Source: an optimization exercise on an open RTL-to-GDS flow (aim: small area, a short achievable clock period and few clock cycles). Production flows keep margins and buffers that such runs may drop.
Only simulation tests tie the RTL to the original design; equivalence was not proved.

==> run a <==
==> flow/design.v (excerpt) <==
module ieee754multiplier (
    input logic clk, rst_n,
    input logic [31:0] a_i,
    input logic [31:0] b_i,
    input logic start_i,
    output logic done_o,
    output logic nan_o,
    output logic inifinit_o,
    output logic overflow_o,
    output logic underflow_o,
    output logic [31:0] product_o
);
logic [47:0] m;
logic        zero, sign, norm;
logic [9:0]  esum, e0, e1;
fpmul_sigmul u_sigmul (.ma(a_i[22:0]), .mb(b_i[22:0]), .m(m));
assign sign = a_i[31] ^ b_i[31];
assign zero = (a_i[22:0] == 23'd0) || (b_i[22:0] == 23'd0);
assign esum = {2'b00, a_i[30:23]} + {2'b00, b_i[30:23]};
assign e0   = esum - 10'd127;
assign e1   = esum - 10'd126;
logic        nan0, ovf0, unf0, keep0, sgn0;
logic [7:0]  exp0;
assign nan0  = !zero && e0[7:0] == 8'hFF;
assign ovf0  = !zero && e0[7:0] != 8'hFF && e0[9:8] != 2'b00;
assign unf0  = zero || (e0[7:0] == 8'h00 && e0[9:8] == 2'b00);
assign keep0 = !nan0 && !ovf0 && !unf0;             
assign sgn0  = sign && keep0;
assign exp0  = ovf0 ? 8'hFF : (keep0 ? e0[7:0] : 8'h00);
logic        eff1, ovf1, unf1, keep1, nz1;
logic [7:0]  exp1;
  ...
clock: 9.0 ns
lec_check: 0
abc_area: 1
cap_margin: 20
core_margin: 2
core_utilization: 50
slew_margin: 20
synth_hierarchical: 1
run.sh (not shown) runs the stock make flow with config.mk's settings and CLKGATE_MAP_FILE= SYNTH_SCRIPT=/design/flow/synth_recipe.tcl, a recipe that flattens the netlist after the stock synthesis.
==> run b (differences from run a) <==
Settings changed: SETUP_SLACK_MARGIN set to 1.
==> summary of the runs <==
Against run b, the cell area of run a is smaller by about 8%. Global-route usage: run a is lower than run b (0.25 points). Between run b and run a, the lower cell count is in run a (gap 2.0%, measured against run a). In run a the first-iteration DRC count is lower than in run b, by 5.3%.
==> figures <==
item                                                                   run b       run a
Worst Max-Slew Pin Slew                                             0.592 ns    0.697 ns
Area of combinational cells with multiple inputs                   15700 um2   14800 um2
Ratio of cells with drive above 1 in the final layout                  19.6%       9.45%
Detailed-router iteration count before antenna repair                      5           8
Non-Clock Buffer Area Fraction                                         12.0%       9.87%
Global routing met2 resource utilization                               54.7%       54.2%
Relative area of clock buffers and inverters in the final design      0.913%      0.988%
DRT Wirelength                                                      63600 um    61300 um
Final nets                                                              2849        2793
Delay of the slowest cell on the worst path                          0.51 ns     0.58 ns
Metal-1 WL                                                          26100 um    25900 um
Count of cell instances traversed by the critical path                    30          28
Worst hold slack                                                     1.66 ns     1.66 ns
Outcome                                     no timing/DRC/antenna violations  no timing/DRC/antenna violations
Testbench counts of run a, summed over its fixed seeds: cycles 3,208.
Testbench counts of run b, summed over its fixed seeds: cycles 3,208.

========
==> job 5327 <==
==> flow/design.v <==
module ieee754multiplier (
    input logic clk, rst_n,
    input logic [31:0] a_i,
    input logic [31:0] b_i,
    input logic start_i,
    output logic done_o,
    output logic nan_o,
    output logic inifinit_o,
    output logic overflow_o,
    output logic underflow_o,
    output logic [31:0] product_o
);
logic        zero;
logic [47:0] m;
logic        norm;        
logic [22:0] frac;
logic        frac_nz;
logic [9:0]  e0, e1, e;
logic        sign;
logic        nan_d, inf_d, ovf_d, unf_d;
logic [31:0] prod_d;
always_comb begin
    sign    = a_i[31] ^ b_i[31];
    zero    = (a_i[22:0] == 23'd0) || (b_i[22:0] == 23'd0);
    m       = {1'b1, a_i[22:0]} * {1'b1, b_i[22:0]};
    norm    = m[47];
    frac    = norm ? m[46:24] : m[45:23];
    frac_nz = norm ? (m[46:24] != 23'd0) : (m[45:23] != 23'd0);
    e0      = {2'b00, a_i[30:23]} + {2'b00, b_i[30:23]} - 10'd127;
    e1      = {2'b00, a_i[30:23]} + {2'b00, b_i[30:23]} - 10'd126;
    e       = norm ? e1 : e0;
    nan_d  = 1'b0;
    inf_d  = 1'b0;
    ovf_d  = 1'b0;
    unf_d  = 1'b0;
    prod_d = {sign, e[7:0], frac};
    if (zero) begin
        unf_d  = 1'b1;
        prod_d = 32'd0;
    end else if (e[7:0] == 8'hFF && frac_nz) begin
        nan_d  = 1'b1;
        prod_d = 32'd0;
    end else if (e[7:0] == 8'hFF) begin
        inf_d  = 1'b1;
    end else if (e[9:8] != 2'b00) begin
        ovf_d  = 1'b1;
        prod_d = 32'h7FFFFFFF;
    end else if (e[7:0] == 8'h00) begin
        unf_d  = 1'b1;
        prod_d = 32'd0;
    end
end
always_ff @(posedge clk, negedge rst_n) begin
    if (!rst_n) done_o <= 1'b0;
    else        done_o <= start_i;
end
always_ff @(posedge clk) begin
    nan_o       <= nan_d;
    inifinit_o  <= inf_d;
    overflow_o  <= ovf_d;
    underflow_o <= unf_d;
    product_o   <= prod_d;
end
endmodule
==> flow/run.sh <==
#!/bin/bash
# synth_recipe.tcl (not shown) runs the flow's synth.tcl, then flattens the netlist and writes it again
# the make line also repeats each setting of config.mk as NAME=value (left out here)
make -C /OpenROAD-flow-scripts/flow DESIGN_CONFIG=/design/flow/config.mk WORK_HOME=/design/flow/orfs CLKGATE_MAP_FILE= SYNTH_SCRIPT=/design/flow/synth_recipe.tcl finish
==> flow/config.mk <==
export PLATFORM = sky130hd
export DESIGN_NAME = ieee754multiplier
export DESIGN_NICKNAME = ieee754multiplier
export VERILOG_FILES = /design/flow/design.v
export SDC_FILE = /design/flow/constraint.sdc
export NUM_CORES = 4
export LEC_CHECK = 0
export CAP_MARGIN = 20
export CORE_MARGIN = 2
export CORE_UTILIZATION = 50
export SLEW_MARGIN = 20
==> flow/constraint.sdc <==
create_clock -name core_clock -period 9.0 [get_ports {clk}]
set_input_delay 1.8000 -clock core_clock [delete_from_list [all_inputs] [get_ports {clk}]]
set_output_delay 1.8000 -clock core_clock [all_outputs]
set_load 0.01 [all_outputs]
==> job 212 (differences from job 5327) <==
==> flow/design.v, changed modules only <==
module ieee754multiplier (
    input logic clk, rst_n,
    input logic [31:0] a_i,
    input logic [31:0] b_i,
    input logic start_i,
    output logic done_o,
    output logic nan_o,
    output logic inifinit_o,
    output logic overflow_o,
    output logic underflow_o,
    output logic [31:0] product_o
);
typedef enum logic[1:0] {
    INITIAL_STATE = 2'b00,
    MULTIPLY_STEP = 2'b01,
    RESULT_VERIFICATION_STEP = 2'b10,
    DONE = 2'b11
} MULTIPLIER_FSM_STATE;
MULTIPLIER_FSM_STATE current_state;
logic [31:0] a_r, b_r;  
logic signal_a, signal_b;
logic [7:0] exponent_a, exponent_b;
logic [23:0] mantissa_a, mantissa_b;  
logic [47:0] mantissa_temp;
logic [9:0] exponent_temp;
logic [31:0] product_r;      
logic [1:0]  exponent_hi_r;  
always_comb begin : MULTIPLIER_COMB_BLOCK
    signal_a = a_r[31];  
    signal_b = b_r[31];  
    exponent_a = a_r[30:23];  
    exponent_b = b_r[30:23];  
    mantissa_a[23] = 1;
    mantissa_a[22:0] = a_r[22:0];   
    mantissa_b[23] = 1;
    mantissa_b[22:0] = b_r[22:0];   
    if (mantissa_a[22-:23] == 0 || mantissa_b[22-:23] == 0) begin  
        mantissa_temp = 0;  
        exponent_temp = 0;  
    end else begin
        mantissa_temp = mantissa_a * mantissa_b;  
        exponent_temp = exponent_a + exponent_b - 127;  
        if (mantissa_temp[47] == 1) begin  
            mantissa_temp = mantissa_temp >> 1;  
            exponent_temp = exponent_temp + 1;  
        end
    end
end
always_ff @(posedge clk, negedge rst_n) begin : MULTIPLIER_FF_BLOCK
    if(!rst_n) begin
        current_state <= INITIAL_STATE;
        a_r <= 32'b0;
        b_r <= 32'b0;
        product_r <= 32'b0;
        exponent_hi_r <= 2'b0;
        done_o <= 1'b0;
        nan_o <= 1'b0;
        inifinit_o <= 1'b0;
        overflow_o <= 1'b0;
        underflow_o <= 1'b0;
        product_o <= 32'b0;
    end else begin
        case (current_state)
            INITIAL_STATE, DONE: begin
                done_o <= 1'b0;
                if (start_i) begin
                    a_r <= a_i;
                    b_r <= b_i;
                    current_state <= MULTIPLY_STEP;
                end else begin
                    current_state <= INITIAL_STATE;
                end
            end
            MULTIPLY_STEP: begin
                product_r[31] <= signal_a ^ signal_b;  
                product_r[30:23] <= exponent_temp[7:0];  
                product_r[22:0] <= mantissa_temp[45:23];  
                exponent_hi_r <= exponent_temp[9:8];
                current_state <= RESULT_VERIFICATION_STEP;
            end
            RESULT_VERIFICATION_STEP: begin
                nan_o <= 1'b0;
                inifinit_o <= 1'b0;
                overflow_o <= 1'b0;
                underflow_o <= 1'b0;
                product_o <= product_r;
                if (product_r[30:23] == 8'hFF && product_r[22:0] != 23'b00) begin
                    nan_o <= 1'b1;
                    product_o <= 32'b00;
                end else if (product_r[30:23] == 8'b11111111 && product_r[22:0] == 23'b0) begin
                    inifinit_o <= 1'b1;
                end else if (exponent_hi_r[0] == 1'b1 || exponent_hi_r[1] == 1'b1) begin
                    overflow_o <= 1'b1;
                    product_o <= 32'h7FFFFFFF;
                end else if (product_r[30:23] == 8'b00000000) begin
                    underflow_o <= 1'b1;
                    product_o <= 32'b00;
                end
                done_o <= 1'b1;
                current_state <= DONE;
            end
        endcase
    end
end
endmodule
==> qor summary <==
Area taken by flip-flops and latches: job 5327 746 sq um; job 212 0.00343 sq mm
Run status: job 5327 complete, but fails checks; job 212 no timing/DRC/antenna violations
Reasons for failing layout checks: job 5327 negative setup slack; job 212 -
Number of buffers created by CTS: job 5327 5; job 212 17
Wire length per cell after detailed routing: job 5327 19.8 um; job 212 20.4 um
Effective utilization at floorplan: job 5327 0.506; job 212 0.506
Final setup slack of the worst path: job 5327 -0.205 ns; job 212 0.781 ns
Routed wire length: job 5327 69500 um; job 212 68200 um
Number of clock buffer instances in the layout: job 5327 5; job 212 17
Nature of the critical path startpoint: job 5327 primary input; job 212 flip-flop
Number of flip-flops and latches: job 5327 37; job 212 137
Buffers excl. clock: job 5327 623; job 212 157
Setup TNS: job 5327 -6.01 ns; job 212 0 ns
Vertical die dimension: job 5327 210 um; job 212 226 um
TAP cells: job 5327 539; job 212 664
Master of the slowest instance on the critical path: job 5327 fa_2; job 212 dfrtp_1
Post-synth top area share: job 5327 0.456; job 212 0.391
Number of cells on the critical path: job 5327 29; job 212 24
Fill cell count: job 5327 3292; job 212 4486
Total clock sinks: job 5327 37; job 212 137
Clock-pin slew on the worst setup and hold paths: job 5327 0.06 ns; job 212 0.07 ns
Post-Place Setup Slack: job 5327 -1.06 ns; job 212 0.867 ns
Die footprint: job 5327 0.0440 sq mm; job 212 0.0512 sq mm
Wire length of the first global-routing pass: job 5327 110000 um; job 212 110000 um
Proportion of cell area occupied by multi-input gates: job 5327 0.656; job 212 0.682
Testbench counts of job 5327, summed over its fixed seeds: cycles 3,208.
Testbench counts of job 212, summed over its fixed seeds: cycles 9,608.

what the ideal ports hide:
Ports are ideal in the flow. The routed layouts listed here were re-timed in OpenROAD.
Step 1 assumes that a clkbuf_16 drives the clock port and a buf_2 every other input.
Step 2 adds t to the input delays and takes it off the output delays; t is the mean of the earliest and latest rising clock arrival at the registers after step 1. Input paths then give back, and output paths get back, about the clock's delay inside the block.
a / b / c = ideal / step 1 / step 2; a / b = the first two.
run | t, ns | setup WS [ns] | hold slack, ns | worst setup path after step 2 | pins driven straight from the clock port
run a | 0.316 | 0.564 / 0.572 / 0.257 | 1.657 / 1.647 / 1.962 | input to register | 1
run b | 0.316 | 1.301 / 1.300 / 0.985 | 1.657 / 1.646 / 1.962 | input to register | 1
job 5327 | 0.314 | -0.205 / -0.216 / -0.529 | 1.649 / 1.643 / 1.956 | input to register | 1
job 212 | 0.502 | 0.781 / 0.781 / 0.781 | 0.489 / 0.489 / 0.489 | register to register | 1
The setup slack of job 5327, which loses most, moves by -0.011 ns with the drivers and by -0.324 ns with both steps.
